Background: an optimization exercise with open tools, aiming at small area and a short achievable clock period. Do not read the settings as production practice. No functional check of the RTL was part of any run shown here. No run shown here takes its clock network from TritonCTS; it comes from the design's own scripts or RTL. The flow treats the clock pin as an ideal source. Dropping or thinning the clock tree relies on that and would not hold on a real chip. Power and IR drop assume default switching activity.

==> flow/design.v, too long to show whole: its modules and the start of the top module <==
// module mult_unsigned: 1698 lines
// module mult_pg: 4 lines
// module mult_xor2: 3 lines
// module mult_maj3: 3 lines
// module mult_fa: 4 lines
// module mult_ha: 4 lines
module mult_unsigned (
	input clk, rst,
	input [15:0] A,
	input [23:0] B,
	output [39:0] result
);
  // ...
==> flow/flow/run.sh <==
#!/bin/bash
# Layout flow: the standard synthesis unchanged, then the standard ORFS
# steps with plain buffers on the ports and the setup-repair target below.
set -euo pipefail
bash standard.sh synth > synth.log 2>&1
sed -e 's/SETUP_SLACK_MARGIN=[-0-9.]*/SETUP_SLACK_MARGIN=5.5/' standard.sh > layout.sh
export BUFFER_PORTS_ARGS="-buffer_cell sky130_fd_sc_hd__buf_1"
export PRE_CTS_TCL=$(pwd)/flow/manual_cts.tcl MCTS_LEAVES=16 MCTS_ROOTS=4
bash layout.sh finish > layout.log 2>&1
==> flow/flow/manual_cts.tcl <==
# Two-level clock tree built by hand, in place of the flow's clock tree
# synthesis: the clock port drives a few root buffers; each root buffer drives
# the leaf buffers of its region, and each leaf buffer drives one cluster of
# flip-flops (k-means on their positions). Every register gets the same two
# buffer stages; no register's clock is delayed on purpose.
proc mcts_kmeans {pts k} {
  # pts: list of {x y}; returns {assign cx cy counts}
  set n [llength $pts]
  set sorted [lsort -real -index 0 $pts]
  set cx {}; set cy {}
  for {set i 0} {$i < $k} {incr i} {
    set s [lindex $sorted [expr {int(($i + 0.5) * $n / $k)}]]
    lappend cx [lindex $s 0]; lappend cy [lindex $s 1]
  }
  for {set iter 0} {$iter < 40} {incr iter} {
    set sx [lrepeat $k 0.0]; set sy [lrepeat $k 0.0]; set sc [lrepeat $k 0]
    set assign {}
    foreach s $pts {
      set best 0; set bd 1e30
      for {set i 0} {$i < $k} {incr i} {
        set d [expr {abs([lindex $s 0] - [lindex $cx $i]) + abs([lindex $s 1] - [lindex $cy $i])}]
        if {$d < $bd} { set bd $d; set best $i }
      }
      lappend assign $best
      lset sx $best [expr {[lindex $sx $best] + [lindex $s 0]}]
      lset sy $best [expr {[lindex $sy $best] + [lindex $s 1]}]
      lset sc $best [expr {[lindex $sc $best] + 1}]
    }
    for {set i 0} {$i < $k} {incr i} {
      if {[lindex $sc $i] > 0} {
        lset cx $i [expr {[lindex $sx $i] / [lindex $sc $i]}]
        lset cy $i [expr {[lindex $sy $i] / [lindex $sc $i]}]
      }
    }
  }
  return [list $assign $cx $cy $sc]
}

# capacity-limited assignment of points to centres (nearest first), with the
# centres moved to their points' mean, repeated
proc mcts_balance {pts cx cy cap} {
  set n [llength $pts]
  set k [llength $cx]
  for {set iter 0} {$iter < 10} {incr iter} {
    set pairs {}
    for {set l 0} {$l < $n} {incr l} {
      set p [lindex $pts $l]
      for {set r 0} {$r < $k} {incr r} {
        lappend pairs [list [expr {abs([lindex $p 0] - [lindex $cx $r]) + abs([lindex $p 1] - [lindex $cy $r])}] $l $r]
      }
    }
    set assign [lrepeat $n -1]
    set sc [lrepeat $k 0]
    foreach pr [lsort -real -index 0 $pairs] {
      lassign $pr d l r
      if {[lindex $assign $l] >= 0 || [lindex $sc $r] >= $cap} { continue }
      lset assign $l $r
      lset sc $r [expr {[lindex $sc $r] + 1}]
    }
    set sx [lrepeat $k 0.0]; set sy [lrepeat $k 0.0]
    for {set l 0} {$l < $n} {incr l} {
      set r [lindex $assign $l]
      lset sx $r [expr {[lindex $sx $r] + [lindex $pts $l 0]}]
      lset sy $r [expr {[lindex $sy $r] + [lindex $pts $l 1]}]
    }
    for {set r 0} {$r < $k} {incr r} {
      if {[lindex $sc $r] > 0} { lset cx $r [expr {[lindex $sx $r] / [lindex $sc $r]}]; lset cy $r [expr {[lindex $sy $r] / [lindex $sc $r]}] }
    }
  }
  return [list $assign $cx $cy $sc]
}

proc mcts_build {nleaf nroot} {
  set block [ord::get_db_block]
  set db [ord::get_db]
  set clknet [[$block findBTerm clk] getNet]
  set master [$db findMaster sky130_fd_sc_hd__clkbuf_16]
  set lmaster $master
  if {[info exists ::env(MCTS_LEAF_CELL)]} { set lmaster [$db findMaster $::env(MCTS_LEAF_CELL)] }
  set sinks {}; set pts {}
  foreach it [$clknet getITerms] {
    set inst [$it getInst]
    set loc [$inst getLocation]
    set m [$inst getMaster]
    lappend sinks $it
    lappend pts [list [expr {[lindex $loc 0] + [$m getWidth] / 2}] [expr {[lindex $loc 1] + [$m getHeight] / 2}]]
  }
  lassign [mcts_kmeans $pts $nleaf] assign cx cy sc
  lassign [mcts_balance $pts $cx $cy [expr {int(ceil(double([llength $pts]) / $nleaf))}]] assign cx cy sc
  set lpts {}; set lidx {}
  for {set i 0} {$i < $nleaf} {incr i} {
    if {[lindex $sc $i] > 0} { lappend lpts [list [lindex $cx $i] [lindex $cy $i]]; lappend lidx $i }
  }
  lassign [mcts_kmeans $lpts $nroot] rassign rcx rcy rsc
  # balance: every root buffer drives the same number of leaf buffers (+-1)
  set nl [llength $lpts]
  set cap [expr {int(ceil(double($nl) / $nroot))}]
  for {set iter 0} {$iter < 10} {incr iter} {
    set pairs {}
    for {set l 0} {$l < $nl} {incr l} {
      for {set r 0} {$r < $nroot} {incr r} {
        set p [lindex $lpts $l]
        lappend pairs [list [expr {abs([lindex $p 0] - [lindex $rcx $r]) + abs([lindex $p 1] - [lindex $rcy $r])}] $l $r]
      }
    }
    set rassign [lrepeat $nl -1]
    set rsc [lrepeat $nroot 0]
    foreach pr [lsort -real -index 0 $pairs] {
      lassign $pr d l r
      if {[lindex $rassign $l] >= 0 || [lindex $rsc $r] >= $cap} { continue }
      lset rassign $l $r
      lset rsc $r [expr {[lindex $rsc $r] + 1}]
    }
    for {set r 0} {$r < $nroot} {incr r} {
      set sx 0.0; set sy 0.0; set c 0
      for {set l 0} {$l < $nl} {incr l} {
        if {[lindex $rassign $l] == $r} {
          set sx [expr {$sx + [lindex $lpts $l 0]}]; set sy [expr {$sy + [lindex $lpts $l 1]}]; incr c
        }
      }
      if {$c > 0} { lset rcx $r [expr {$sx / $c}]; lset rcy $r [expr {$sy / $c}] }
    }
  }
  set rootnets {}
  for {set r 0} {$r < $nroot} {incr r} {
    if {[lindex $rsc $r] == 0} { lappend rootnets {}; continue }
    set root [odb::dbInst_create $block $master mcts_root_$r]
    $root setLocation [expr {int([lindex $rcx $r])}] [expr {int([lindex $rcy $r])}]
    $root setPlacementStatus PLACED
    [$root findITerm A] connect $clknet
    set rnet [odb::dbNet_create $block mcts_root_net_$r]
    $rnet setSigType CLOCK
    [$root findITerm X] connect $rnet
    lappend rootnets $rnet
  }
  set leafnets [lrepeat $nleaf {}]
  set j 0
  foreach i $lidx {
    set leaf [odb::dbInst_create $block $lmaster mcts_leaf_$i]
    $leaf setLocation [expr {int([lindex $cx $i])}] [expr {int([lindex $cy $i])}]
    $leaf setPlacementStatus PLACED
    [$leaf findITerm A] connect [lindex $rootnets [lindex $rassign $j]]
    set lnet [odb::dbNet_create $block mcts_leaf_net_$i]
    $lnet setSigType CLOCK
    [$leaf findITerm X] connect $lnet
    lset leafnets $i $lnet
    incr j
  }
  set j 0
  foreach it $sinks {
    $it disconnect
    $it connect [lindex $leafnets [lindex $assign $j]]
    incr j
  }
  puts "manual clock tree: [llength $sinks] sinks, [llength $lidx] leaf buffers $sc, $nroot root buffers $rsc"
}

set mcts_leaves 10
set mcts_roots 3
if {[info exists ::env(MCTS_LEAVES)]} { set mcts_leaves $::env(MCTS_LEAVES) }
if {[info exists ::env(MCTS_ROOTS)]} { set mcts_roots $::env(MCTS_ROOTS) }
mcts_build $mcts_leaves $mcts_roots
set_propagated_clock [all_clocks]
# the tree is built: the flow's clock_tree_synthesis call becomes a no-op
rename clock_tree_synthesis mcts_orig_clock_tree_synthesis
proc clock_tree_synthesis {args} { puts "clock_tree_synthesis skipped: manual clock tree" }
==> flow/standard.sh <==
#!/bin/bash
# synth_recipe.tcl (not shown) runs the flow's synth.tcl, then flattens the netlist and writes it again
# the make line also repeats each setting of config.mk as NAME=value (left out here)
make -C /OpenROAD-flow-scripts/flow DESIGN_CONFIG=/design/flow/config.mk WORK_HOME=/design/flow/orfs CLKGATE_MAP_FILE= SYNTH_SCRIPT=/design/flow/synth_recipe.tcl "${@:-finish}"
==> flow/config.mk <==
export PLATFORM = sky130hd
export DESIGN_NAME = mult_unsigned
export DESIGN_NICKNAME = mult_unsigned
export VERILOG_FILES = /design/flow/design.v
export SDC_FILE = /design/flow/constraint.sdc
export NUM_CORES = 4
export LEC_CHECK = 0
export CAP_MARGIN = 20
export CORE_MARGIN = 2
export CORE_UTILIZATION = 40
export SETUP_SLACK_MARGIN = 5
export SLEW_MARGIN = 20
export SYNTH_HIERARCHICAL = 1
export SYNTH_MINIMUM_KEEP_SIZE = 0
==> flow/constraint.sdc <==
create_clock -name core_clock -period 8.0 [get_ports {clk}]
set_input_delay 1.6000 -clock core_clock [delete_from_list [all_inputs] [get_ports {clk}]]
set_output_delay 1.6000 -clock core_clock [all_outputs]
set_load 0.01 [all_outputs]
==> metrics.md, run 1 <==
| Metric | Value |
|---|---|
| Minimum clock period | 2.550 ns |
| Top post-synthesis cells by area | dfxtp_1, xnor2_1, fa_1 |
| Synth cell count leaders | dfxtp_1, xnor2_1, a22oi_1 |
| CTS resizes | 73 |
| Sw frac | 37.37% |
| Largest register FFs | 116 |
| Overall power | 7.125 mW |
| Met2 global-route usage | 30.26% |
| Vias in the first global route | 10,730 |
| Endpoints failing setup | 0 |
| Reg clk slew, reported paths | 0.08 ns |
| Crit start category | flop |
| Clock latency (worst-skew pair) | 0.34 ns |
| WL met2 | 18,320 um |
| Ant diodes | 0 |
| DP Cell Count | 1,979 |
| Top Family by Delay on Critical Path | simple AND/OR/NAND/NOR gates |
| Clk pwr share | 12.9% |
| Number of synthesized flops with an enable pin | 0 |
| PortBufs | 81 |
| RSZ-0062 raised after global routing | true |
| Drt initial violations | 830 |
| Post-Syn Area | 0.01641 mm^2 |
| Count of cell types in the netlist | 48 |
| Clock Power | 0.922 mW |
| Slowest stage cell, crit path | dfxtp_2 |
| Highest metal used | met4 |
| MaxCap Viol Count | 0 |
| Max power group | combinational cells |
| Post-route setup slack | 5.450 ns |
| Status | timing/DRC/antenna clean |
| Most common cell on crit path | xor2_1 |
| Core ar. | 0.04065 mm^2 |
| DR WL met3 | 3055 um |
| Post-Layout Cell Count | 2,033 |
| DP HPWL | 24,790 um |
| R2r endpoint | r3lo[21]$_DFF_P_ |
==> run 2: changes to the inputs <==
--- a/flow/design.v
+++ b/flow/design.v
@@ -2,19 +2,19 @@
 	input clk, rst,
 	input [15:0] A,
 	input [23:0] B,
 	output [39:0] result
 );
 reg [23:0] rb;
 reg [7:0] r_one, r_two, r_neg;
 reg r_a15;
-reg [115:0] r2;
-reg [22:0] r3lo;
-reg [39:22] r3x, r3y;
+reg [78:0] r2;
+reg [20:0] r3lo;
+reg [39:20] r3x, r3y;
 reg [39:0] r4, r5;
 reg [3:0] v;
 wire [16:0] ax = {A, 1'b0};
 wire [7:0] e_one, e_two, e_neg;
 genvar gi;
 generate for (gi = 0; gi < 8; gi = gi + 1) begin : enc
 	assign e_one[gi] = ax[2*gi+1] ^ ax[2*gi];
 	assign e_two[gi] = (ax[2*gi+2] & ~ax[2*gi+1] & ~ax[2*gi]) | (~ax[2*gi+2] & ax[2*gi+1] & ax[2*gi]);
@@ -610,318 +610,323 @@
 wire s588;
 wire c589;
 wire s590;
 wire c591;
 wire s592;
 wire c593;
 wire s594;
 wire c595;
-wire h596;
-wire s597;
-wire c598;
-wire h599;
+wire s596;
+wire c597;
+wire s598;
+wire c599;
 wire s600;
 wire c601;
-wire h602;
-wire s603;
-wire c604;
-wire h605;
-wire s606;
-wire c607;
-wire h608;
-wire s609;
-wire c610;
-wire h611;
-wire s612;
-wire c613;
-wire h614;
-wire s615;
-wire c616;
-wire h617;
-wire s618;
-wire c619;
-wire h620;
-wire s621;
-wire c622;
-wire h623;
-wire s624;
-wire c625;
-wire h626;
-wire s627;
-wire c628;
-wire h629;
-wire s630;
-wire c631;
-wire h632;
-wire s633;
-wire c634;
-wire h635;
-wire s636;
-wire c637;
-wire h638;
-wire s639;
-wire c640;
-wire h641;
-wire s642;
-wire c643;
-wire h644;
-wire s645;
-wire c646;
-wire h647;
-wire s648;
-wire c649;
-wire s650;
-wire c651;
+wire s602;
+wire c603;
+wire h604;
+wire s605;
+wire c606;
+wire h607;
+wire s608;
+wire c609;
+wire h610;
+wire s611;
+wire c612;
+wire s613;
+wire c614;
+wire h615;
+wire s616;
+wire c617;
+wire h618;
+wire s619;
+wire c620;
+wire h621;
+wire s622;
+wire c623;
+wire h624;
+wire s625;
+wire c626;
+wire h627;
+wire s628;
+wire c629;
+wire h630;
+wire s631;
+wire c632;
+wire h633;
+wire s634;
+wire c635;
+wire h636;
+wire s637;
+wire c638;
+wire h639;
+wire s640;
+wire c641;
+wire h642;
+wire s643;
+wire c644;
+wire h645;
+wire s646;
+wire c647;
+wire h648;
+wire s649;
+wire c650;
+wire h651;
 wire s652;
 wire c653;
-wire s654;
-wire c655;
-wire s656;
-wire c657;
+wire h654;
+wire s655;
+wire c656;
+wire h657;
 wire s658;
 wire c659;
-wire s660;
-wire c661;
-wire s662;
-wire c663;
+wire h660;
+wire s661;
+wire c662;
+wire h663;
 wire s664;
 wire c665;
-wire s666;
-wire c667;
-wire s668;
-wire c669;
+wire h666;
+wire s667;
+wire c668;
+wire h669;
 wire s670;
 wire c671;
-wire s672;
-wire c673;
-wire s674;
-wire c675;
+wire h672;
+wire s673;
+wire c674;
+wire h675;
 wire s676;
 wire c677;
-wire s678;
-wire c679;
-wire s680;
-wire c681;
-wire s682;
-wire c683;
-wire g684;
-wire p685;
-wire g686;
-wire p687;
-wire g688;
-wire p689;
-wire g690;
-wire p691;
-wire g692;
-wire p693;
-wire g694;
-wire p695;
-wire g696;
-wire p697;
-wire g698;
-wire p699;
-wire g700;
-wire p701;
-wire g702;
-wire p703;
-wire g704;
-wire p705;
-wire g706;
-wire p707;
-wire g708;
-wire p709;
-wire g710;
-wire p711;
-wire g712;
-wire p713;
-wire g714;
-wire p715;
-wire g716;
-wire p717;
-wire g718;
-wire p719;
-wire g720;
-wire p721;
-wire g722;
-wire p723;
-wire g724;
-wire p725;
-wire g726;
-wire p727;
-wire g728;
-wire p729;
-wire g730;
+wire h678;
+wire s679;
+wire c680;
+wire s681;
+wire c682;
+wire s683;
+wire c684;
+wire s685;
+wire c686;
+wire s687;
+wire c688;
+wire s689;
+wire c690;
+wire g691;
+wire p692;
+wire g693;
+wire p694;
+wire g695;
+wire p696;
+wire g697;
+wire p698;
+wire g699;
+wire p700;
+wire g701;
+wire p702;
+wire g703;
+wire p704;
+wire g705;
+wire p706;
+wire g707;
+wire p708;
+wire g709;
+wire p710;
+wire g711;
+wire p712;
+wire g713;
+wire p714;
+wire g715;
+wire p716;
+wire g717;
+wire p718;
+wire g719;
+wire p720;
+wire g721;
+wire p722;
+wire g723;
+wire p724;
+wire g725;
+wire p726;
+wire g727;
+wire p728;
+wire g729;
+wire p730;
 wire g731;
 wire p732;
 wire g733;
-wire p734;
-wire g735;
-wire p736;
-wire g737;
-wire p738;
-wire g739;
-wire p740;
-wire g741;
-wire p742;
-wire g743;
-wire p744;
-wire g745;
-wire p746;
-wire g747;
-wire p748;
-wire g749;
-wire p750;
-wire g751;
+wire g734;
+wire p735;
+wire g736;
+wire p737;
+wire g738;
+wire p739;
+wire g740;
+wire p741;
+wire g742;
+wire p743;
+wire g744;
+wire p745;
+wire g746;
+wire p747;
+wire g748;
+wire p749;
+wire g750;
+wire p751;
 wire g752;
 wire g753;
-wire p754;
-wire g755;
-wire p756;
-wire g757;
-wire p758;
-wire g759;
-wire p760;
-wire g761;
-wire p762;
-wire g763;
-wire p764;
-wire g765;
-wire p766;
-wire g767;
-wire p768;
-wire g769;
-wire p770;
+wire g754;
+wire p755;
+wire g756;
+wire p757;
+wire g758;
+wire p759;
+wire g760;
+wire p761;
+wire g762;
+wire p763;
+wire g764;
+wire p765;
+wire g766;
+wire p767;
+wire g768;
+wire p769;
+wire g770;
 wire g771;
 wire g772;
 wire g773;
 wire g774;
-wire g775;
-wire p776;
-wire g777;
-wire p778;
-wire g779;
-wire p780;
-wire g781;
-wire p782;
-wire g783;
-wire p784;
+wire p775;
+wire g776;
+wire p777;
+wire g778;
+wire p779;
+wire g780;
+wire p781;
+wire g782;
+wire p783;
+wire g784;
 wire g785;
-wire p786;
+wire g786;
 wire g787;
-wire p788;
+wire g788;
 wire g789;
 wire g790;
 wire g791;
 wire g792;
 wire g793;
 wire g794;
 wire g795;
 wire g796;
 wire g797;
-wire g798;
+wire p798;
 wire g799;
-wire g800;
+wire p800;
 wire g801;
-wire g802;
+wire p802;
 wire g803;
-wire g804;
-wire p805;
-wire g806;
-wire p807;
-wire g808;
-wire p809;
-wire g810;
-wire p811;
-wire g812;
-wire p813;
-wire g814;
-wire p815;
-wire g816;
-wire p817;
-wire g818;
-wire p819;
-wire g820;
-wire p821;
-wire g822;
-wire p823;
-wire g824;
-wire p825;
-wire g826;
-wire p827;
-wire g828;
-wire p829;
-wire g830;
-wire p831;
-wire g832;
-wire p833;
-wire g834;
-wire p835;
-wire g836;
-wire p837;
-wire g838;
-wire p839;
+wire p804;
+wire g805;
+wire p806;
+wire g807;
+wire p808;
+wire g809;
+wire p810;
+wire g811;
+wire p812;
+wire g813;
+wire p814;
+wire g815;
+wire p816;
+wire g817;
+wire p818;
+wire g819;
+wire p820;
+wire g821;
+wire p822;
+wire g823;
+wire p824;
+wire g825;
+wire p826;
+wire g827;
+wire p828;
+wire g829;
+wire p830;
+wire g831;
+wire p832;
+wire g833;
+wire p834;
+wire g835;
+wire p836;
+wire g837;
+wire p838;
+wire g839;
 wire g840;
 wire p841;
 wire g842;
-wire g843;
-wire p844;
-wire g845;
-wire p846;
-wire g847;
-wire p848;
-wire g849;
-wire p850;
-wire g851;
-wire p852;
-wire g853;
-wire p854;
-wire g855;
-wire p856;
-wire g857;
-wire p858;
+wire p843;
+wire g844;
+wire p845;
+wire g846;
+wire p847;
+wire g848;
+wire p849;
+wire g850;
+wire p851;
+wire g852;
+wire p853;
+wire g854;
+wire p855;
+wire g856;
+wire p857;
+wire g858;
 wire g859;
 wire g860;
-wire g861;
-wire p862;
-wire g863;
-wire p864;
-wire g865;
-wire p866;
-wire g867;
-wire p868;
-wire g869;
-wire p870;
-wire g871;
-wire p872;
-wire g873;
-wire p874;
-wire g875;
+wire p861;
+wire g862;
+wire p863;
+wire g864;
+wire p865;
+wire g866;
+wire p867;
+wire g868;
+wire p869;
+wire g870;
+wire p871;
+wire g872;
+wire p873;
+wire g874;
+wire p875;
 wire g876;
 wire g877;
 wire g878;
 wire g879;
-wire p880;
-wire g881;
-wire p882;
-wire g883;
-wire p884;
-wire g885;
-wire p886;
-wire g887;
+wire g880;
+wire p881;
+wire g882;
+wire p883;
+wire g884;
+wire p885;
+wire g886;
+wire p887;
 wire g888;
-wire g889;
+wire p889;
 wire g890;
 wire g891;
 wire g892;
 wire g893;
 wire g894;
 wire g895;
 wire g896;
 wire g897;
+wire g898;
+wire g899;
+wire g900;
+wire g901;
+wire g902;
 assign pp1 = ((r_one[0] & rb[0])) ^ r_neg[0];
 assign pp2 = ((r_one[0] & rb[1]) | (r_two[0] & rb[0])) ^ r_neg[0];
 assign pp3 = ((r_one[0] & rb[2]) | (r_two[0] & rb[1])) ^ r_neg[0];
 assign pp4 = ((r_one[0] & rb[3]) | (r_two[0] & rb[2])) ^ r_neg[0];
 assign pp5 = ((r_one[0] & rb[4]) | (r_two[0] & rb[3])) ^ r_neg[0];
 assign pp6 = ((r_one[0] & rb[5]) | (r_two[0] & rb[4])) ^ r_neg[0];
 assign pp7 = ((r_one[0] & rb[6]) | (r_two[0] & rb[5])) ^ r_neg[0];
 assign pp8 = ((r_one[0] & rb[7]) | (r_two[0] & rb[6])) ^ r_neg[0];
@@ -1418,277 +1423,289 @@
 mult_xor2 u259 (.a(h577), .b(s485), .s(s575));
 mult_maj3 u260 (.a(c479), .b(s483), .c(s485), .co(c576));
 mult_fa u261 (.a(c484), .b(s490), .c(s488), .s(s578), .co(c579));
 mult_fa u262 (.a(s493), .b(c489), .c(s495), .s(s580), .co(c581));
 mult_fa u263 (.a(pp203), .b(c494), .c(c496), .s(s582), .co(c583));
 mult_fa u264 (.a(pp180), .b(pp204), .c(s499), .s(s584), .co(c585));
 mult_fa u265 (.a(i239), .b(pp181), .c(pp205), .s(s586), .co(c587));
 mult_fa u266 (.a(ns182), .b(pp230), .c(pp229), .s(s588), .co(c589));
-mult_ha u267 (.a(r2[3]), .b(r2[4]), .s(s590), .co(c591));
-mult_ha u268 (.a(r2[6]), .b(r2[7]), .s(s592), .co(c593));
-mult_xor2 u269 (.a(r2[8]), .b(r2[9]), .s(h596));
-mult_xor2 u270 (.a(h596), .b(r2[10]), .s(s594));
-mult_maj3 u271 (.a(r2[8]), .b(r2[9]), .c(r2[10]), .co(c595));
-mult_xor2 u272 (.a(r2[11]), .b(r2[12]), .s(h599));
-mult_xor2 u273 (.a(h599), .b(r2[13]), .s(s597));
-mult_maj3 u274 (.a(r2[11]), .b(r2[12]), .c(r2[13]), .co(c598));
-mult_xor2 u275 (.a(r2[14]), .b(r2[15]), .s(h602));
-mult_xor2 u276 (.a(h602), .b(r2[16]), .s(s600));
-mult_maj3 u277 (.a(r2[14]), .b(r2[15]), .c(r2[16]), .co(c601));
-mult_xor2 u278 (.a(r2[17]), .b(r2[18]), .s(h605));
-mult_xor2 u279 (.a(h605), .b(r2[19]), .s(s603));
-mult_maj3 u280 (.a(r2[17]), .b(r2[18]), .c(r2[19]), .co(c604));
-mult_xor2 u281 (.a(r2[20]), .b(r2[21]), .s(h608));
-mult_xor2 u282 (.a(h608), .b(r2[22]), .s(s606));
-mult_maj3 u283 (.a(r2[20]), .b(r2[21]), .c(r2[22]), .co(c607));
-mult_xor2 u284 (.a(r2[23]), .b(r2[24]), .s(h611));
-mult_xor2 u285 (.a(h611), .b(r2[25]), .s(s609));
-mult_maj3 u286 (.a(r2[23]), .b(r2[24]), .c(r2[25]), .co(c610));
-mult_xor2 u287 (.a(r2[26]), .b(r2[27]), .s(h614));
-mult_xor2 u288 (.a(h614), .b(r2[28]), .s(s612));
-mult_maj3 u289 (.a(r2[26]), .b(r2[27]), .c(r2[28]), .co(c613));
-mult_xor2 u290 (.a(r2[29]), .b(r2[30]), .s(h617));
-mult_xor2 u291 (.a(h617), .b(r2[31]), .s(s615));
-mult_maj3 u292 (.a(r2[29]), .b(r2[30]), .c(r2[31]), .co(c616));
-mult_xor2 u293 (.a(r2[32]), .b(r2[33]), .s(h620));
-mult_xor2 u294 (.a(h620), .b(r2[34]), .s(s618));
-mult_maj3 u295 (.a(r2[32]), .b(r2[33]), .c(r2[34]), .co(c619));
-mult_xor2 u296 (.a(r2[35]), .b(r2[36]), .s(h623));
-mult_xor2 u297 (.a(h623), .b(r2[37]), .s(s621));
-mult_maj3 u298 (.a(r2[35]), .b(r2[36]), .c(r2[37]), .co(c622));
-mult_xor2 u299 (.a(r2[38]), .b(r2[39]), .s(h626));
-mult_xor2 u300 (.a(h626), .b(r2[40]), .s(s624));
-mult_maj3 u301 (.a(r2[38]), .b(r2[39]), .c(r2[40]), .co(c625));
-mult_xor2 u302 (.a(r2[41]), .b(r2[42]), .s(h629));
-mult_xor2 u303 (.a(h629), .b(r2[43]), .s(s627));
-mult_maj3 u304 (.a(r2[41]), .b(r2[42]), .c(r2[43]), .co(c628));
-mult_xor2 u305 (.a(r2[44]), .b(r2[45]), .s(h632));
-mult_xor2 u306 (.a(h632), .b(r2[46]), .s(s630));
-mult_maj3 u307 (.a(r2[44]), .b(r2[45]), .c(r2[46]), .co(c631));
-mult_xor2 u308 (.a(r2[47]), .b(r2[48]), .s(h635));
-mult_xor2 u309 (.a(h635), .b(r2[49]), .s(s633));
-mult_maj3 u310 (.a(r2[47]), .b(r2[48]), .c(r2[49]), .co(c634));
-mult_xor2 u311 (.a(r2[50]), .b(r2[51]), .s(h638));
-mult_xor2 u312 (.a(h638), .b(r2[52]), .s(s636));
-mult_maj3 u313 (.a(r2[50]), .b(r2[51]), .c(r2[52]), .co(c637));
-mult_xor2 u314 (.a(r2[53]), .b(r2[54]), .s(h641));
-mult_xor2 u315 (.a(h641), .b(r2[55]), .s(s639));
-mult_maj3 u316 (.a(r2[53]), .b(r2[54]), .c(r2[55]), .co(c640));
-mult_xor2 u317 (.a(r2[56]), .b(r2[57]), .s(h644));
-mult_xor2 u318 (.a(h644), .b(r2[58]), .s(s642));
-mult_maj3 u319 (.a(r2[56]), .b(r2[57]), .c(r2[58]), .co(c643));
-mult_xor2 u320 (.a(r2[59]), .b(r2[60]), .s(h647));
-mult_xor2 u321 (.a(h647), .b(r2[61]), .s(s645));
-mult_maj3 u322 (.a(r2[59]), .b(r2[60]), .c(r2[61]), .co(c646));
-mult_fa u323 (.a(r2[62]), .b(r2[63]), .c(r2[64]), .s(s648), .co(c649));
-mult_fa u324 (.a(r2[65]), .b(r2[66]), .c(r2[67]), .s(s650), .co(c651));
-mult_fa u325 (.a(r2[68]), .b(r2[69]), .c(r2[70]), .s(s652), .co(c653));
-mult_fa u326 (.a(r2[71]), .b(r2[72]), .c(r2[73]), .s(s654), .co(c655));
-mult_fa u327 (.a(r2[74]), .b(r2[75]), .c(r2[76]), .s(s656), .co(c657));
-mult_fa u328 (.a(r2[77]), .b(r2[78]), .c(r2[79]), .s(s658), .co(c659));
-mult_fa u329 (.a(r2[80]), .b(r2[81]), .c(r2[82]), .s(s660), .co(c661));
-mult_fa u330 (.a(r2[83]), .b(r2[84]), .c(r2[85]), .s(s662), .co(c663));
-mult_fa u331 (.a(r2[86]), .b(r2[87]), .c(r2[88]), .s(s664), .co(c665));
-mult_fa u332 (.a(r2[89]), .b(r2[90]), .c(r2[91]), .s(s666), .co(c667));
-mult_fa u333 (.a(r2[92]), .b(r2[93]), .c(r2[94]), .s(s668), .co(c669));
-mult_fa u334 (.a(r2[95]), .b(r2[96]), .c(r2[97]), .s(s670), .co(c671));
-mult_fa u335 (.a(r2[98]), .b(r2[99]), .c(r2[100]), .s(s672), .co(c673));
-mult_fa u336 (.a(r2[101]), .b(r2[102]), .c(r2[103]), .s(s674), .co(c675));
-mult_fa u337 (.a(r2[104]), .b(r2[105]), .c(r2[106]), .s(s676), .co(c677));
-mult_fa u338 (.a(r2[107]), .b(r2[108]), .c(r2[109]), .s(s678), .co(c679));
-mult_fa u339 (.a(r2[110]), .b(r2[111]), .c(r2[112]), .s(s680), .co(c681));
-mult_fa u340 (.a(r2[113]), .b(r2[114]), .c(r2[115]), .s(s682), .co(c683));
-mult_pg u341 (.a(r2[0]), .b(r2[1]), .p(p685), .g(g684));
-mult_pg u342 (.a(r2[2]), .b(1'b0), .p(p687), .g(g686));
-mult_pg u343 (.a(r2[5]), .b(s590), .p(p689), .g(g688));
-mult_pg u344 (.a(c591), .b(s592), .p(p691), .g(g690));
-mult_pg u345 (.a(c593), .b(s594), .p(p693), .g(g692));
-mult_pg u346 (.a(c595), .b(s597), .p(p695), .g(g694));
-mult_pg u347 (.a(c598), .b(s600), .p(p697), .g(g696));
-mult_pg u348 (.a(c601), .b(s603), .p(p699), .g(g698));
-mult_pg u349 (.a(c604), .b(s606), .p(p701), .g(g700));
-mult_pg u350 (.a(c607), .b(s609), .p(p703), .g(g702));
-mult_pg u351 (.a(c610), .b(s612), .p(p705), .g(g704));
-mult_pg u352 (.a(c613), .b(s615), .p(p707), .g(g706));
-mult_pg u353 (.a(c616), .b(s618), .p(p709), .g(g708));
-mult_pg u354 (.a(c619), .b(s621), .p(p711), .g(g710));
-mult_pg u355 (.a(c622), .b(s624), .p(p713), .g(g712));
-mult_pg u356 (.a(c625), .b(s627), .p(p715), .g(g714));
-mult_pg u357 (.a(c628), .b(s630), .p(p717), .g(g716));
-mult_pg u358 (.a(c631), .b(s633), .p(p719), .g(g718));
-mult_pg u359 (.a(c634), .b(s636), .p(p721), .g(g720));
-mult_pg u360 (.a(c637), .b(s639), .p(p723), .g(g722));
-mult_pg u361 (.a(c640), .b(s642), .p(p725), .g(g724));
-mult_pg u362 (.a(c643), .b(s645), .p(p727), .g(g726));
-mult_pg u363 (.a(1'b0), .b(1'b0), .p(p729), .g(g728));
-assign g730 = g686 | (p687 & g684);
-assign g731 = g690 | (p691 & g688);
-assign p732 = p691 & p689;
-assign g733 = g694 | (p695 & g692);
-assign p734 = p695 & p693;
-assign g735 = g698 | (p699 & g696);
-assign p736 = p699 & p697;
-assign g737 = g702 | (p703 & g700);
-assign p738 = p703 & p701;
-assign g739 = g706 | (p707 & g704);
-assign p740 = p707 & p705;
-assign g741 = g710 | (p711 & g708);
-assign p742 = p711 & p709;
-assign g743 = g714 | (p715 & g712);
-assign p744 = p715 & p713;
-assign g745 = g718 | (p719 & g716);
-assign p746 = p719 & p717;
-assign g747 = g722 | (p723 & g720);
-assign p748 = p723 & p721;
-assign g749 = g726 | (p727 & g724);
-assign p750 = p727 & p725;
-assign g751 = g688 | (p689 & g730);
-assign g752 = g731 | (p732 & g730);
-assign g753 = g696 | (p697 & g733);
-assign p754 = p697 & p734;
-assign g755 = g735 | (p736 & g733);
-assign p756 = p736 & p734;
-assign g757 = g704 | (p705 & g737);
-assign p758 = p705 & p738;
-assign g759 = g739 | (p740 & g737);
-assign p760 = p740 & p738;
-assign g761 = g712 | (p713 & g741);
-assign p762 = p713 & p742;
-assign g763 = g743 | (p744 & g741);
-assign p764 = p744 & p742;
-assign g765 = g720 | (p721 & g745);
-assign p766 = p721 & p746;
-assign g767 = g747 | (p748 & g745);
-assign p768 = p748 & p746;
-assign g769 = g728 | (p729 & g749);
-assign p770 = p729 & p750;
-assign g771 = g692 | (p693 & g752);
-assign g772 = g733 | (p734 & g752);
-assign g773 = g753 | (p754 & g752);
-assign g774 = g755 | (p756 & g752);
-assign g775 = g708 | (p709 & g759);
-assign p776 = p709 & p760;
-assign g777 = g741 | (p742 & g759);
-assign p778 = p742 & p760;
-assign g779 = g761 | (p762 & g759);
-assign p780 = p762 & p760;
-assign g781 = g763 | (p764 & g759);
-assign p782 = p764 & p760;
-assign g783 = g724 | (p725 & g767);
-assign p784 = p725 & p768;
-assign g785 = g749 | (p750 & g767);
-assign p786 = p750 & p768;
-assign g787 = g769 | (p770 & g767);
-assign p788 = p770 & p768;
-assign g789 = g700 | (p701 & g774);
-assign g790 = g737 | (p738 & g774);
-assign g791 = g757 | (p758 & g774);
-assign g792 = g759 | (p760 & g774);
-assign g793 = g775 | (p776 & g774);
-assign g794 = g777 | (p778 & g774);
-assign g795 = g779 | (p780 & g774);
-assign g796 = g781 | (p782 & g774);
-assign g797 = g716 | (p717 & g796);
-assign g798 = g745 | (p746 & g796);
-assign g799 = g765 | (p766 & g796);
-assign g800 = g767 | (p768 & g796);
-assign g801 = g783 | (p784 & g796);
-assign g802 = g785 | (p786 & g796);
-assign g803 = g787 | (p788 & g796);
-mult_pg u364 (.a(r3lo[22]), .b(r3lo[22]), .p(p805), .g(g804));
-mult_pg u365 (.a(r3x[22]), .b(r3y[22]), .p(p807), .g(g806));
-mult_pg u366 (.a(r3x[23]), .b(r3y[23]), .p(p809), .g(g808));
-mult_pg u367 (.a(r3x[24]), .b(r3y[24]), .p(p811), .g(g810));
-mult_pg u368 (.a(r3x[25]), .b(r3y[25]), .p(p813), .g(g812));
-mult_pg u369 (.a(r3x[26]), .b(r3y[26]), .p(p815), .g(g814));
-mult_pg u370 (.a(r3x[27]), .b(r3y[27]), .p(p817), .g(g816));
-mult_pg u371 (.a(r3x[28]), .b(r3y[28]), .p(p819), .g(g818));
-mult_pg u372 (.a(r3x[29]), .b(r3y[29]), .p(p821), .g(g820));
-mult_pg u373 (.a(r3x[30]), .b(r3y[30]), .p(p823), .g(g822));
-mult_pg u374 (.a(r3x[31]), .b(r3y[31]), .p(p825), .g(g824));
-mult_pg u375 (.a(r3x[32]), .b(r3y[32]), .p(p827), .g(g826));
-mult_pg u376 (.a(r3x[33]), .b(r3y[33]), .p(p829), .g(g828));
-mult_pg u377 (.a(r3x[34]), .b(r3y[34]), .p(p831), .g(g830));
-mult_pg u378 (.a(r3x[35]), .b(r3y[35]), .p(p833), .g(g832));
-mult_pg u379 (.a(r3x[36]), .b(r3y[36]), .p(p835), .g(g834));
-mult_pg u380 (.a(r3x[37]), .b(r3y[37]), .p(p837), .g(g836));
-mult_pg u381 (.a(r3x[38]), .b(r3y[38]), .p(p839), .g(g838));
-mult_pg u382 (.a(r3x[39]), .b(r3y[39]), .p(p841), .g(g840));
-assign g842 = g806 | (p807 & g804);
-assign g843 = g810 | (p811 & g808);
-assign p844 = p811 & p809;
-assign g845 = g814 | (p815 & g812);
-assign p846 = p815 & p813;
-assign g847 = g818 | (p819 & g816);
-assign p848 = p819 & p817;
-assign g849 = g822 | (p823 & g820);
-assign p850 = p823 & p821;
-assign g851 = g826 | (p827 & g824);
-assign p852 = p827 & p825;
-assign g853 = g830 | (p831 & g828);
-assign p854 = p831 & p829;
-assign g855 = g834 | (p835 & g832);
-assign p856 = p835 & p833;
-assign g857 = g838 | (p839 & g836);
-assign p858 = p839 & p837;
-assign g859 = g808 | (p809 & g842);
-assign g860 = g843 | (p844 & g842);
-assign g861 = g816 | (p817 & g845);
-assign p862 = p817 & p846;
-assign g863 = g847 | (p848 & g845);
-assign p864 = p848 & p846;
-assign g865 = g824 | (p825 & g849);
-assign p866 = p825 & p850;
-assign g867 = g851 | (p852 & g849);
-assign p868 = p852 & p850;
-assign g869 = g832 | (p833 & g853);
-assign p870 = p833 & p854;
-assign g871 = g855 | (p856 & g853);
-assign p872 = p856 & p854;
-assign g873 = g840 | (p841 & g857);
-assign p874 = p841 & p858;
-assign g875 = g812 | (p813 & g860);
-assign g876 = g845 | (p846 & g860);
-assign g877 = g861 | (p862 & g860);
-assign g878 = g863 | (p864 & g860);
-assign g879 = g828 | (p829 & g867);
-assign p880 = p829 & p868;
-assign g881 = g853 | (p854 & g867);
-assign p882 = p854 & p868;
-assign g883 = g869 | (p870 & g867);
-assign p884 = p870 & p868;
-assign g885 = g871 | (p872 & g867);
-assign p886 = p872 & p868;
-assign g887 = g820 | (p821 & g878);
-assign g888 = g849 | (p850 & g878);
-assign g889 = g865 | (p866 & g878);
-assign g890 = g867 | (p868 & g878);
-assign g891 = g879 | (p880 & g878);
-assign g892 = g881 | (p882 & g878);
-assign g893 = g883 | (p884 & g878);
-assign g894 = g885 | (p886 & g878);
-assign g895 = g836 | (p837 & g894);
-assign g896 = g857 | (p858 & g894);
-assign g897 = g873 | (p874 & g894);
-wire [39:0] sx = {c681, c679, c677, c675, c673, c671, c669, c667, c665, c663, c661, c659, c657, c655, c653, c651, c649, c646, c643, c640, c637, c634, c631, c628, c625, c622, c619, c616, c613, c610, c607, c604, c601, c598, c595, c593, c591, r2[5], r2[2], r2[0]};
-wire [39:0] sy = {s682, s680, s678, s676, s674, s672, s670, s668, s666, s664, s662, s660, s658, s656, s654, s652, s650, s648, s645, s642, s639, s636, s633, s630, s627, s624, s621, s618, s615, s612, s609, s606, s603, s600, s597, s594, s592, s590, 1'b0, r2[1]};
-wire [22:0] sum_lo = {(p729 ^ g802), (p727 ^ g801), (p725 ^ g800), (p723 ^ g799), (p721 ^ g798), (p719 ^ g797), (p717 ^ g796), (p715 ^ g795), (p713 ^ g794), (p711 ^ g793), (p709 ^ g792), (p707 ^ g791), (p705 ^ g790), (p703 ^ g789), (p701 ^ g774), (p699 ^ g773), (p697 ^ g772), (p695 ^ g771), (p693 ^ g752), (p691 ^ g751), (p689 ^ g730), (p687 ^ g684), p685};
-wire [39:22] sum_hi = {(p841 ^ g896), (p839 ^ g895), (p837 ^ g894), (p835 ^ g893), (p833 ^ g892), (p831 ^ g891), (p829 ^ g890), (p827 ^ g889), (p825 ^ g888), (p823 ^ g887), (p821 ^ g878), (p819 ^ g877), (p817 ^ g876), (p815 ^ g875), (p813 ^ g860), (p811 ^ g859), (p809 ^ g842), (p807 ^ g804)};
+mult_ha u267 (.a(r_neg[1]), .b(pp3), .s(s590), .co(c591));
+mult_ha u268 (.a(pp4), .b(pp28), .s(s592), .co(c593));
+mult_fa u269 (.a(pp29), .b(pp53), .c(s501), .s(s594), .co(c595));
+mult_fa u270 (.a(pp54), .b(c502), .c(s503), .s(s596), .co(c597));
+mult_fa u271 (.a(c504), .b(s349), .c(s505), .s(s598), .co(c599));
+mult_fa u272 (.a(c506), .b(s351), .c(s507), .s(s600), .co(c601));
+mult_xor2 u273 (.a(s355), .b(c508), .s(h604));
+mult_xor2 u274 (.a(h604), .b(s509), .s(s602));
+mult_maj3 u275 (.a(s355), .b(c508), .c(s509), .co(c603));
+mult_xor2 u276 (.a(s359), .b(c510), .s(h607));
+mult_xor2 u277 (.a(h607), .b(s511), .s(s605));
+mult_maj3 u278 (.a(s359), .b(c510), .c(s511), .co(c606));
+mult_xor2 u279 (.a(s363), .b(c512), .s(h610));
+mult_xor2 u280 (.a(h610), .b(s513), .s(s608));
+mult_maj3 u281 (.a(s363), .b(c512), .c(s513), .co(c609));
+mult_fa u282 (.a(c364), .b(s515), .c(c514), .s(s611), .co(c612));
+mult_xor2 u283 (.a(c369), .b(s518), .s(h615));
+mult_xor2 u284 (.a(h615), .b(c516), .s(s613));
+mult_maj3 u285 (.a(c369), .b(s518), .c(c516), .co(c614));
+mult_xor2 u286 (.a(c374), .b(s521), .s(h618));
+mult_xor2 u287 (.a(h618), .b(c519), .s(s616));
+mult_maj3 u288 (.a(c374), .b(s521), .c(c519), .co(c617));
+mult_xor2 u289 (.a(c380), .b(s524), .s(h621));
+mult_xor2 u290 (.a(h621), .b(c522), .s(s619));
+mult_maj3 u291 (.a(c380), .b(s524), .c(c522), .co(c620));
+mult_xor2 u292 (.a(c386), .b(s527), .s(h624));
+mult_xor2 u293 (.a(h624), .b(c525), .s(s622));
+mult_maj3 u294 (.a(c386), .b(s527), .c(c525), .co(c623));
+mult_xor2 u295 (.a(c392), .b(s530), .s(h627));
+mult_xor2 u296 (.a(h627), .b(c528), .s(s625));
+mult_maj3 u297 (.a(c392), .b(s530), .c(c528), .co(c626));
+mult_xor2 u298 (.a(c398), .b(s533), .s(h630));
+mult_xor2 u299 (.a(h630), .b(c531), .s(s628));
+mult_maj3 u300 (.a(c398), .b(s533), .c(c531), .co(c629));
+mult_xor2 u301 (.a(c404), .b(s536), .s(h633));
+mult_xor2 u302 (.a(h633), .b(c534), .s(s631));
+mult_maj3 u303 (.a(c404), .b(s536), .c(c534), .co(c632));
+mult_xor2 u304 (.a(c410), .b(s539), .s(h636));
+mult_xor2 u305 (.a(h636), .b(c537), .s(s634));
+mult_maj3 u306 (.a(c410), .b(s539), .c(c537), .co(c635));
+mult_xor2 u307 (.a(c416), .b(s542), .s(h639));
+mult_xor2 u308 (.a(h639), .b(c540), .s(s637));
+mult_maj3 u309 (.a(c416), .b(s542), .c(c540), .co(c638));
+mult_xor2 u310 (.a(c422), .b(s545), .s(h642));
+mult_xor2 u311 (.a(h642), .b(c543), .s(s640));
+mult_maj3 u312 (.a(c422), .b(s545), .c(c543), .co(c641));
+mult_xor2 u313 (.a(c428), .b(s548), .s(h645));
+mult_xor2 u314 (.a(h645), .b(c546), .s(s643));
+mult_maj3 u315 (.a(c428), .b(s548), .c(c546), .co(c644));
+mult_xor2 u316 (.a(c434), .b(s551), .s(h648));
+mult_xor2 u317 (.a(h648), .b(c549), .s(s646));
+mult_maj3 u318 (.a(c434), .b(s551), .c(c549), .co(c647));
+mult_xor2 u319 (.a(c440), .b(s554), .s(h651));
+mult_xor2 u320 (.a(h651), .b(c552), .s(s649));
+mult_maj3 u321 (.a(c440), .b(s554), .c(c552), .co(c650));
+mult_xor2 u322 (.a(c446), .b(s557), .s(h654));
+mult_xor2 u323 (.a(h654), .b(c555), .s(s652));
+mult_maj3 u324 (.a(c446), .b(s557), .c(c555), .co(c653));
+mult_xor2 u325 (.a(c452), .b(s560), .s(h657));
+mult_xor2 u326 (.a(h657), .b(c558), .s(s655));
+mult_maj3 u327 (.a(c452), .b(s560), .c(c558), .co(c656));
+mult_xor2 u328 (.a(c458), .b(s563), .s(h660));
+mult_xor2 u329 (.a(h660), .b(c561), .s(s658));
+mult_maj3 u330 (.a(c458), .b(s563), .c(c561), .co(c659));
+mult_xor2 u331 (.a(c464), .b(s566), .s(h663));
+mult_xor2 u332 (.a(h663), .b(c564), .s(s661));
+mult_maj3 u333 (.a(c464), .b(s566), .c(c564), .co(c662));
+mult_xor2 u334 (.a(c470), .b(s569), .s(h666));
+mult_xor2 u335 (.a(h666), .b(c567), .s(s664));
+mult_maj3 u336 (.a(c470), .b(s569), .c(c567), .co(c665));
+mult_xor2 u337 (.a(c476), .b(s572), .s(h669));
+mult_xor2 u338 (.a(h669), .b(c570), .s(s667));
+mult_maj3 u339 (.a(c476), .b(s572), .c(c570), .co(c668));
+mult_xor2 u340 (.a(s575), .b(c481), .s(h672));
+mult_xor2 u341 (.a(h672), .b(c573), .s(s670));
+mult_maj3 u342 (.a(s575), .b(c481), .c(c573), .co(c671));
+mult_xor2 u343 (.a(c486), .b(s578), .s(h675));
+mult_xor2 u344 (.a(h675), .b(c576), .s(s673));
+mult_maj3 u345 (.a(c486), .b(s578), .c(c576), .co(c674));
+mult_xor2 u346 (.a(c491), .b(c579), .s(h678));
+mult_xor2 u347 (.a(h678), .b(s580), .s(s676));
+mult_maj3 u348 (.a(c491), .b(c579), .c(s580), .co(c677));
+mult_fa u349 (.a(s497), .b(s582), .c(c581), .s(s679), .co(c680));
+mult_fa u350 (.a(c498), .b(c583), .c(s584), .s(s681), .co(c682));
+mult_fa u351 (.a(c500), .b(s586), .c(c585), .s(s683), .co(c684));
+mult_fa u352 (.a(pp206), .b(s588), .c(c587), .s(s685), .co(c686));
+mult_fa u353 (.a(i240), .b(pp207), .c(c589), .s(s687), .co(c688));
+mult_fa u354 (.a(ns208), .b(pp232), .c(pp231), .s(s689), .co(c690));
+mult_pg u355 (.a(r2[0]), .b(r2[1]), .p(p692), .g(g691));
+mult_pg u356 (.a(r2[2]), .b(1'b0), .p(p694), .g(g693));
+mult_pg u357 (.a(r2[3]), .b(r2[4]), .p(p696), .g(g695));
+mult_pg u358 (.a(r2[5]), .b(r2[6]), .p(p698), .g(g697));
+mult_pg u359 (.a(r2[7]), .b(r2[8]), .p(p700), .g(g699));
+mult_pg u360 (.a(r2[9]), .b(r2[10]), .p(p702), .g(g701));
+mult_pg u361 (.a(r2[11]), .b(r2[12]), .p(p704), .g(g703));
+mult_pg u362 (.a(r2[13]), .b(r2[14]), .p(p706), .g(g705));
+mult_pg u363 (.a(r2[15]), .b(r2[16]), .p(p708), .g(g707));
+mult_pg u364 (.a(r2[17]), .b(r2[18]), .p(p710), .g(g709));
+mult_pg u365 (.a(r2[19]), .b(r2[20]), .p(p712), .g(g711));
+mult_pg u366 (.a(r2[21]), .b(r2[22]), .p(p714), .g(g713));
+mult_pg u367 (.a(r2[23]), .b(r2[24]), .p(p716), .g(g715));
+mult_pg u368 (.a(r2[25]), .b(r2[26]), .p(p718), .g(g717));
+mult_pg u369 (.a(r2[27]), .b(r2[28]), .p(p720), .g(g719));
+mult_pg u370 (.a(r2[29]), .b(r2[30]), .p(p722), .g(g721));
+mult_pg u371 (.a(r2[31]), .b(r2[32]), .p(p724), .g(g723));
+mult_pg u372 (.a(r2[33]), .b(r2[34]), .p(p726), .g(g725));
+mult_pg u373 (.a(r2[35]), .b(r2[36]), .p(p728), .g(g727));
+mult_pg u374 (.a(r2[37]), .b(r2[38]), .p(p730), .g(g729));
+mult_pg u375 (.a(1'b0), .b(1'b0), .p(p732), .g(g731));
+assign g733 = g693 | (p694 & g691);
+assign g734 = g697 | (p698 & g695);
+assign p735 = p698 & p696;
+assign g736 = g701 | (p702 & g699);
+assign p737 = p702 & p700;
+assign g738 = g705 | (p706 & g703);
+assign p739 = p706 & p704;
+assign g740 = g709 | (p710 & g707);
+assign p741 = p710 & p708;
+assign g742 = g713 | (p714 & g711);
+assign p743 = p714 & p712;
+assign g744 = g717 | (p718 & g715);
+assign p745 = p718 & p716;
+assign g746 = g721 | (p722 & g719);
+assign p747 = p722 & p720;
+assign g748 = g725 | (p726 & g723);
+assign p749 = p726 & p724;
+assign g750 = g729 | (p730 & g727);
+assign p751 = p730 & p728;
+assign g752 = g695 | (p696 & g733);
+assign g753 = g734 | (p735 & g733);
+assign g754 = g703 | (p704 & g736);
+assign p755 = p704 & p737;
+assign g756 = g738 | (p739 & g736);
+assign p757 = p739 & p737;
+assign g758 = g711 | (p712 & g740);
+assign p759 = p712 & p741;
+assign g760 = g742 | (p743 & g740);
+assign p761 = p743 & p741;
+assign g762 = g719 | (p720 & g744);
+assign p763 = p720 & p745;
+assign g764 = g746 | (p747 & g744);
+assign p765 = p747 & p745;
+assign g766 = g727 | (p728 & g748);
+assign p767 = p728 & p749;
+assign g768 = g750 | (p751 & g748);
+assign p769 = p751 & p749;
+assign g770 = g699 | (p700 & g753);
+assign g771 = g736 | (p737 & g753);
+assign g772 = g754 | (p755 & g753);
+assign g773 = g756 | (p757 & g753);
+assign g774 = g715 | (p716 & g760);
+assign p775 = p716 & p761;
+assign g776 = g744 | (p745 & g760);
+assign p777 = p745 & p761;
+assign g778 = g762 | (p763 & g760);
+assign p779 = p763 & p761;
+assign g780 = g764 | (p765 & g760);
+assign p781 = p765 & p761;
+assign g782 = g731 | (p732 & g768);
+assign p783 = p732 & p769;
+assign g784 = g707 | (p708 & g773);
+assign g785 = g740 | (p741 & g773);
+assign g786 = g758 | (p759 & g773);
+assign g787 = g760 | (p761 & g773);
+assign g788 = g774 | (p775 & g773);
+assign g789 = g776 | (p777 & g773);
+assign g790 = g778 | (p779 & g773);
+assign g791 = g780 | (p781 & g773);
+assign g792 = g723 | (p724 & g791);
+assign g793 = g748 | (p749 & g791);
+assign g794 = g766 | (p767 & g791);
+assign g795 = g768 | (p769 & g791);
+assign g796 = g782 | (p783 & g791);
+mult_pg u376 (.a(r3lo[20]), .b(r3lo[20]), .p(p798), .g(g797));
+mult_pg u377 (.a(r3x[20]), .b(r3y[20]), .p(p800), .g(g799));
+mult_pg u378 (.a(r3x[21]), .b(r3y[21]), .p(p802), .g(g801));
+mult_pg u379 (.a(r3x[22]), .b(r3y[22]), .p(p804), .g(g803));
+mult_pg u380 (.a(r3x[23]), .b(r3y[23]), .p(p806), .g(g805));
+mult_pg u381 (.a(r3x[24]), .b(r3y[24]), .p(p808), .g(g807));
+mult_pg u382 (.a(r3x[25]), .b(r3y[25]), .p(p810), .g(g809));
+mult_pg u383 (.a(r3x[26]), .b(r3y[26]), .p(p812), .g(g811));
+mult_pg u384 (.a(r3x[27]), .b(r3y[27]), .p(p814), .g(g813));
+mult_pg u385 (.a(r3x[28]), .b(r3y[28]), .p(p816), .g(g815));
+mult_pg u386 (.a(r3x[29]), .b(r3y[29]), .p(p818), .g(g817));
+mult_pg u387 (.a(r3x[30]), .b(r3y[30]), .p(p820), .g(g819));
+mult_pg u388 (.a(r3x[31]), .b(r3y[31]), .p(p822), .g(g821));
+mult_pg u389 (.a(r3x[32]), .b(r3y[32]), .p(p824), .g(g823));
+mult_pg u390 (.a(r3x[33]), .b(r3y[33]), .p(p826), .g(g825));
+mult_pg u391 (.a(r3x[34]), .b(r3y[34]), .p(p828), .g(g827));
+mult_pg u392 (.a(r3x[35]), .b(r3y[35]), .p(p830), .g(g829));
+mult_pg u393 (.a(r3x[36]), .b(r3y[36]), .p(p832), .g(g831));
+mult_pg u394 (.a(r3x[37]), .b(r3y[37]), .p(p834), .g(g833));
+mult_pg u395 (.a(r3x[38]), .b(r3y[38]), .p(p836), .g(g835));
+mult_pg u396 (.a(r3x[39]), .b(r3y[39]), .p(p838), .g(g837));
+assign g839 = g799 | (p800 & g797);
+assign g840 = g803 | (p804 & g801);
+assign p841 = p804 & p802;
+assign g842 = g807 | (p808 & g805);
+assign p843 = p808 & p806;
+assign g844 = g811 | (p812 & g809);
+assign p845 = p812 & p810;
+assign g846 = g815 | (p816 & g813);
+assign p847 = p816 & p814;
+assign g848 = g819 | (p820 & g817);
+assign p849 = p820 & p818;
+assign g850 = g823 | (p824 & g821);
+assign p851 = p824 & p822;
+assign g852 = g827 | (p828 & g825);
+assign p853 = p828 & p826;
+assign g854 = g831 | (p832 & g829);
+assign p855 = p832 & p830;
+assign g856 = g835 | (p836 & g833);
+assign p857 = p836 & p834;
+assign g858 = g801 | (p802 & g839);
+assign g859 = g840 | (p841 & g839);
+assign g860 = g809 | (p810 & g842);
+assign p861 = p810 & p843;
+assign g862 = g844 | (p845 & g842);
+assign p863 = p845 & p843;
+assign g864 = g817 | (p818 & g846);
+assign p865 = p818 & p847;
+assign g866 = g848 | (p849 & g846);
+assign p867 = p849 & p847;
+assign g868 = g825 | (p826 & g850);
+assign p869 = p826 & p851;
+assign g870 = g852 | (p853 & g850);
+assign p871 = p853 & p851;
+assign g872 = g833 | (p834 & g854);
+assign p873 = p834 & p855;
+assign g874 = g856 | (p857 & g854);
+assign p875 = p857 & p855;
+assign g876 = g805 | (p806 & g859);
+assign g877 = g842 | (p843 & g859);
+assign g878 = g860 | (p861 & g859);
+assign g879 = g862 | (p863 & g859);
+assign g880 = g821 | (p822 & g866);
+assign p881 = p822 & p867;
+assign g882 = g850 | (p851 & g866);
+assign p883 = p851 & p867;
+assign g884 = g868 | (p869 & g866);
+assign p885 = p869 & p867;
+assign g886 = g870 | (p871 & g866);
+assign p887 = p871 & p867;
+assign g888 = g837 | (p838 & g874);
+assign p889 = p838 & p875;
+assign g890 = g813 | (p814 & g879);
+assign g891 = g846 | (p847 & g879);
+assign g892 = g864 | (p865 & g879);
+assign g893 = g866 | (p867 & g879);
+assign g894 = g880 | (p881 & g879);
+assign g895 = g882 | (p883 & g879);
+assign g896 = g884 | (p885 & g879);
+assign g897 = g886 | (p887 & g879);
+assign g898 = g829 | (p830 & g897);
+assign g899 = g854 | (p855 & g897);
+assign g900 = g872 | (p873 & g897);
+assign g901 = g874 | (p875 & g897);
+assign g902 = g888 | (p889 & g897);
+wire [39:0] sx = {r2[77], r2[75], r2[73], r2[71], r2[69], r2[67], r2[65], r2[63], r2[61], r2[59], r2[57], r2[55], r2[53], r2[51], r2[49], r2[47], r2[45], r2[43], r2[41], r2[39], r2[37], r2[35], r2[33], r2[31], r2[29], r2[27], r2[25], r2[23], r2[21], r2[19], r2[17], r2[15], r2[13], r2[11], r2[9], r2[7], r2[5], r2[3], r2[2], r2[0]};
+wire [39:0] sy = {r2[78], r2[76], r2[74], r2[72], r2[70], r2[68], r2[66], r2[64], r2[62], r2[60], r2[58], r2[56], r2[54], r2[52], r2[50], r2[48], r2[46], r2[44], r2[42], r2[40], r2[38], r2[36], r2[34], r2[32], r2[30], r2[28], r2[26], r2[24], r2[22], r2[20], r2[18], r2[16], r2[14], r2[12], r2[10], r2[8], r2[6], r2[4], 1'b0, r2[1]};
+wire [20:0] sum_lo = {(p732 ^ g795), (p730 ^ g794), (p728 ^ g793), (p726 ^ g792), (p724 ^ g791), (p722 ^ g790), (p720 ^ g789), (p718 ^ g788), (p716 ^ g787), (p714 ^ g786), (p712 ^ g785), (p710 ^ g784), (p708 ^ g773), (p706 ^ g772), (p704 ^ g771), (p702 ^ g770), (p700 ^ g753), (p698 ^ g752), (p696 ^ g733), (p694 ^ g691), p692};
+wire [39:20] sum_hi = {(p838 ^ g901), (p836 ^ g900), (p834 ^ g899), (p832 ^ g898), (p830 ^ g897), (p828 ^ g896), (p826 ^ g895), (p824 ^ g894), (p822 ^ g893), (p820 ^ g892), (p818 ^ g891), (p816 ^ g890), (p814 ^ g879), (p812 ^ g878), (p810 ^ g877), (p808 ^ g876), (p806 ^ g859), (p804 ^ g858), (p802 ^ g839), (p800 ^ g797)};
 always @(posedge clk) begin
 	rb <= B;
 	r_one <= e_one;
 	r_two <= e_two;
 	r_neg <= e_neg;
 	r_a15 <= A[15];
-	r2 <= {pp231, pp232, ns208, pp207, i240, c589, s588, pp206, c587, s586, c500, c585, s584, c498, c583, s582, s497, c581, s580, c491, c579, s578, c486, c576, s575, c481, c573, s572, c476, c570, s569, c470, c567, s566, c464, c564, s563, c458, c561, s560, c452, c558, s557, c446, c555, s554, c440, c552, s551, c434, c549, s548, c428, c546, s545, c422, c543, s542, c416, c540, s539, c410, c537, s536, c404, c534, s533, c398, c531, s530, c392, c528, s527, c386, c525, s524, c380, c522, s521, c374, c519, s518, c369, c516, s515, c364, c514, s513, s363, c512, s511, s359, c510, s509, s355, c508, s507, s351, c506, s505, s349, c504, s503, pp54, c502, s501, pp53, pp29, pp28, pp4, pp27, pp3, r_neg[1], pp2, pp1, r_neg[0]};
+	r2 <= {s689, c688, s687, c686, s685, c684, s683, c682, s681, c680, s679, c677, s676, c674, s673, c671, s670, c668, s667, c665, s664, c662, s661, c659, s658, c656, s655, c653, s652, c650, s649, c647, s646, c644, s643, c641, s640, c638, s637, c635, s634, c632, s631, c629, s628, c626, s625, c623, s622, c620, s619, c617, s616, c614, s613, c612, s611, c609, s608, c606, s605, c603, s602, c601, s600, c599, s598, c597, s596, c595, s594, c593, s592, c591, s590, pp27, pp2, pp1, r_neg[0]};
 	r3lo <= sum_lo;
-	r3x <= sx[39:22];
-	r3y <= sy[39:22];
-	r4 <= {sum_hi, r3lo[21:0]};
+	r3x <= sx[39:20];
+	r3y <= sy[39:20];
+	r4 <= {sum_hi, r3lo[19:0]};
 end
 always @(posedge clk or posedge rst) begin
 	if (rst) begin
 		v <= 4'b0;
 		r5 <= 40'b0;
 	end else begin
 		v <= {v[2:0], 1'b1};
 		r5 <= r4 & {40{v[3]}};
==> flow/flow/run.sh (replaced) <==
#!/bin/bash
# Layout flow: the standard synthesis unchanged, then the standard ORFS
# steps with plain buffers on the ports and the setup-repair target below.
set -euo pipefail
bash standard.sh synth > synth.log 2>&1
sed -e 's/SETUP_SLACK_MARGIN=[-0-9.]*/SETUP_SLACK_MARGIN=5.5/' standard.sh > layout.sh
export BUFFER_PORTS_ARGS="-buffer_cell sky130_fd_sc_hd__buf_1"
export PRE_CTS_TCL=$(pwd)/flow/manual_cts.tcl MCTS_LEAVES=14 MCTS_ROOTS=4
bash layout.sh finish > layout.log 2>&1
==> metrics.md, run 2 <==
| Metric | Value |
|---|---|
| Setup TNS | 0 ns |
| Overall power | 7.052 mW (-1.0%) |
| PortBufs | 81 (unchanged) |
| Asr flop ratio synth | 16.18% |
| Flop2flop setup slack | 5.11 ns |
| Seq/Total Area, Yosys | 35.97% |
| Post-synth top flop | dfxtp_1 |
| Final net count | 1,796 |
| Total Wirelength | 41,520 um |
| Synthesized flop and latch total | 272 |
| Post-Syn Area | 0.01575 mm^2 (-4.0%) |
| Worst Clk Skew | 0.04524 ns |
| Top-count cell post-synth | dfxtp_1 |
| # DRC | 0 |
| Ant diodes | 0 (unchanged) |
| Final period utilization | 36.10% |
| Die H | 202.4 um |
| Overflow after GRT | 0 |
| Initial antenna violation count | 1 |
| Hold endpoint | r4[1]$_DFF_P_ |
| Layout cell share with drive strength beyond 1 | 28.18% |
| Endpoints failing setup | 0 (unchanged) |
| Vias in the first global route | 11,250 (+4.9%) |
| Pwr Density | 362.7 mW/mm^2 |
| Pin count of the biggest net entering global routing | 45 |
| Synthesized area per cell | 10.97 um^2 |
| Post-Layout Cell Count | 2,122 (+4.4%) |
| IO Pins | 82 |
| Setup Crit Path Kind | flop to flop |
| Count of cell types in the netlist | 36 (-25%) |
| WP depth | 10 |
| WHS Path Cells | 0 |
| DP Cell Count | 1,937 (-2.1%) |
| CP endpoint kind | flop |
| MaxCap Viol Count | 0 (unchanged) |
| Rel. slew slack | 62.03% |
| Area leader, netlist | dfxtp_1 |
| Hold wc startpoint | r3lo[1]$_DFF_P_ |
| Commonest non-fill, non-tap cell in the layout | xnor2_1 |
| Slowest stage delay, CP | 0.48 ns |
| Clock latency (worst-skew pair) | 0.32 ns (-0.02 ns) |
| Number of synthesized flops with an enable pin | 0 (unchanged) |
| Crit Reg-Reg Startpoint | r_one[4]$_DFF_P_ |
| Worst hold margin | 0.3283 ns |
| Minimum clock period | 2.888 ns (+0.3387 ns) |
| Synth cell count leaders | dfxtp_1, xnor2_1, xor2_1 |
| RSZ-0062 raised after global routing | true |
| CTS Hold Bufs | 0 |
| Routed vias/inst | 5.407 |
| Slowest stage cell, crit path | fa_1 |
| Die ar. | 0.04098 mm^2 |
| Area delta synth->final | 23.45% |
| Drt initial violations | 894 (+7.7%) |
| CP cell instances | buf_12 > a22oi_2 > xnor2_2 > fa_1 > xor2_1 > xor2_1 > xor2_1 > xor2_1 > xor2_1 > xor2_1 |
| Crit start category | flop |
| Filler cells | 3,475 |
| Share of the synthesized area in the top cell type | 28.98% |
| Post-DR wirelength/cell | 19.57 um |
| Largest register FFs | 79 (-32%) |
| Cells after synthesis | 1,435 |
| First-pass GRT wire length | 61,570 um |
| Largest reg by FF count | r2 |
| Row count | 72 |
| Most frequent cells in the layout | xnor2_1, dfxtp_1, xor2_1 |
| Worst Path Required | 8.22 ns |
| F_max | 346.2 MHz |
| Status | timing/DRC/antenna clean |
| Vias | 11,470 |
| Tightest Pin Transition | 0.5695 ns |
| First drt pass iteration count | 6 |
| Max FO, Critical Path | 11 |
| Slew Limit Fails | 0 |
| HP Class | flop to flop |
| Register-to-Register Path Depth | 10 |
| Final GP Congestion | 0.8119 |
| Top post-synthesis cells by area | dfxtp_1, xnor2_1, fa_1 |
| YS warnings | 7 |
| Initial Utilization | 40.66% |
| Die Wd | 202.4 um |
| Antenna-violating nets left | 0 |
| Core ar. | 0.03874 mm^2 (-4.7%) |
| Critical Path AT | 3.10 ns |
| R2r endpoint | r2[52]$_DFF_P_ |
| LEAKAGE | 7.771 nW |
| Worst path bufs/invs | 1 |
| Most common cell on crit path | xor2_1 |
| Biggest regs | r2 (79), r4 (40), r5 (40) |
| Hold Violations, Final | 0 |
| DP HPWL | 23,830 um (-3.9%) |
| Top Family by Delay on Critical Path | XOR/XNOR gates |
| Worst VDD drop | 0.0001370 V |
| Reg clk slew, reported paths | 0.08 ns (about the same) |
| All-Layer GR Usage | 18.76% |
==> run 2: Yosys stat by module (local to each module, per instance) <==
module	flip-flops and latches	cells	times used	cell area [um^2]
mult_fa	0	1	82	20.02
mult_ha	0	1	14	12.51
mult_maj3	0	1	86	11.26
mult_pg	0	1	42	12.51
mult_unsigned	272	1039	1	10930
mult_xor2	0	1	172	8.758
==> run 2: per-layer routing <==
metal	track usage, %	vias to the layer above	routed length [um]
met4	5.396	0	1755
met2	32.44	575	19650
met1	24.20	5585	16250
met5	0	-	0
li1	-	5160	-
met3	2.967	153	3868
==> run 2: how the worst max path moves through the flow <==
stage / start / to / slack [ns]
floorplan: rb[18]$_DFF_P_ / r2[46]$_DFF_P_ / 5.36
global placement: r_one[1]$_DFF_P_ / r2[38]$_DFF_P_ / 4.63
detailed placement: r_one[2]$_DFF_P_ / r2[44]$_DFF_P_ / 4.57
CTS: r_one[4]$_DFF_P_ / r2[40]$_DFF_P_ / 5.35
global route: r_two[2]$_DFF_P_ / r2[52]$_DFF_P_ / 5.05
finish: r_one[4]$_DFF_P_ / r2[52]$_DFF_P_ / 5.11
==> run 2: cell type report <==
cell class	instances	area, um^2	share of cell area [%]
multi-input cells	1029	10220	52.56
flip-flops and latches	272	5803	29.85
repair buffers	260	2223	11.44
well taps	518	648.1	3.334
plain buffers	18	450.4	2.317
inverters	25	97.59	0.5020
==> run 2: per-stage QoR <==
step	setup slack [ns]	instance area, um^2	utilization (%)
final	5.112	19440	50.19
after global routing	5.050	19440	50.19
after CTS	5.346	18550	47.89
after detailed placement	4.569	16440	42.45
after global placement	4.630	16440	42.45
after floorplan	5.358	16040	-
==> run 2: power by group <==
part / total [mW] / internal (mW) / switching (mW)
combinational: 4.11 / 2.10 / 2.01
clock: 0.806 / 0.403 / 0.403
sequential: 2.14 / 1.95 / 0.189
total: 7.05 / 4.45 / 2.60
==> run 2: what timing repair did <==
| action | in CTS | in global routing |
|---|---|---|
| gates cloned | 2 | 2 |
| gates resized for setup | 156 | 90 |
| buffers inserted | 112 | 50 |
| pin swaps | 139 | 125 |
| endpoints found under the setup margin | 70 | 58 |
| endpoints found under the hold margin | 0 | 0 |
==> run 2: kinds of logic (layout without fill, tap and decap cells) <==
| kind of cell | Yosys count | count (layout) | synth area share, % |
|---|---|---|---|
| flip-flops | 272 | 272 | 35.97 |
| other | 2 | 4 | 0.04769 |
| buffers and inverters | 136 | 303 | 3.241 |
| XOR/XNOR | 407 | 407 | 22.63 |
| adder cells (fa/ha/maj) | 234 | 234 | 21.82 |
| AND/OR/NAND/NOR | 143 | 143 | 4.989 |
| AO/OA/AOI/OAI | 241 | 241 | 11.30 |

## re-timing with driven ports
In the flow no input, the clock included, has a driving cell. The finished layouts below were timed again as built, in two steps.
Step 1 (the two cells are an assumption about what drives the block):
set clk [get_ports {clk}]
set_driving_cell -lib_cell sky130_fd_sc_hd__clkbuf_16 $clk
set_driving_cell -lib_cell sky130_fd_sc_hd__buf_2 [delete_from_list [all_inputs] $clk]
Step 2 adds t to the input delays and takes it off the output delays; t is the mean of the earliest and latest rising clock arrival at the registers after step 1. Input paths then give back, and output paths get back, about the clock's delay inside the block.
Slacks: no drivers / after step 1 / after step 2; pairs: no drivers / after step 1.
run | t (ns) | setup slack, ns | clock arrival spread, ns | worst data-port slew with drivers (ns) | cell pins on the clock port's net
run 1 | 0.428 | 5.450 / 5.451 / 5.451 | 0.042 / 0.041 | 0.08 | 4
run 2 | 0.423 | 5.112 / 5.112 / 5.112 | 0.045 / 0.046 | 0.06 | 4
After both steps setup and hold are still met in every run listed.
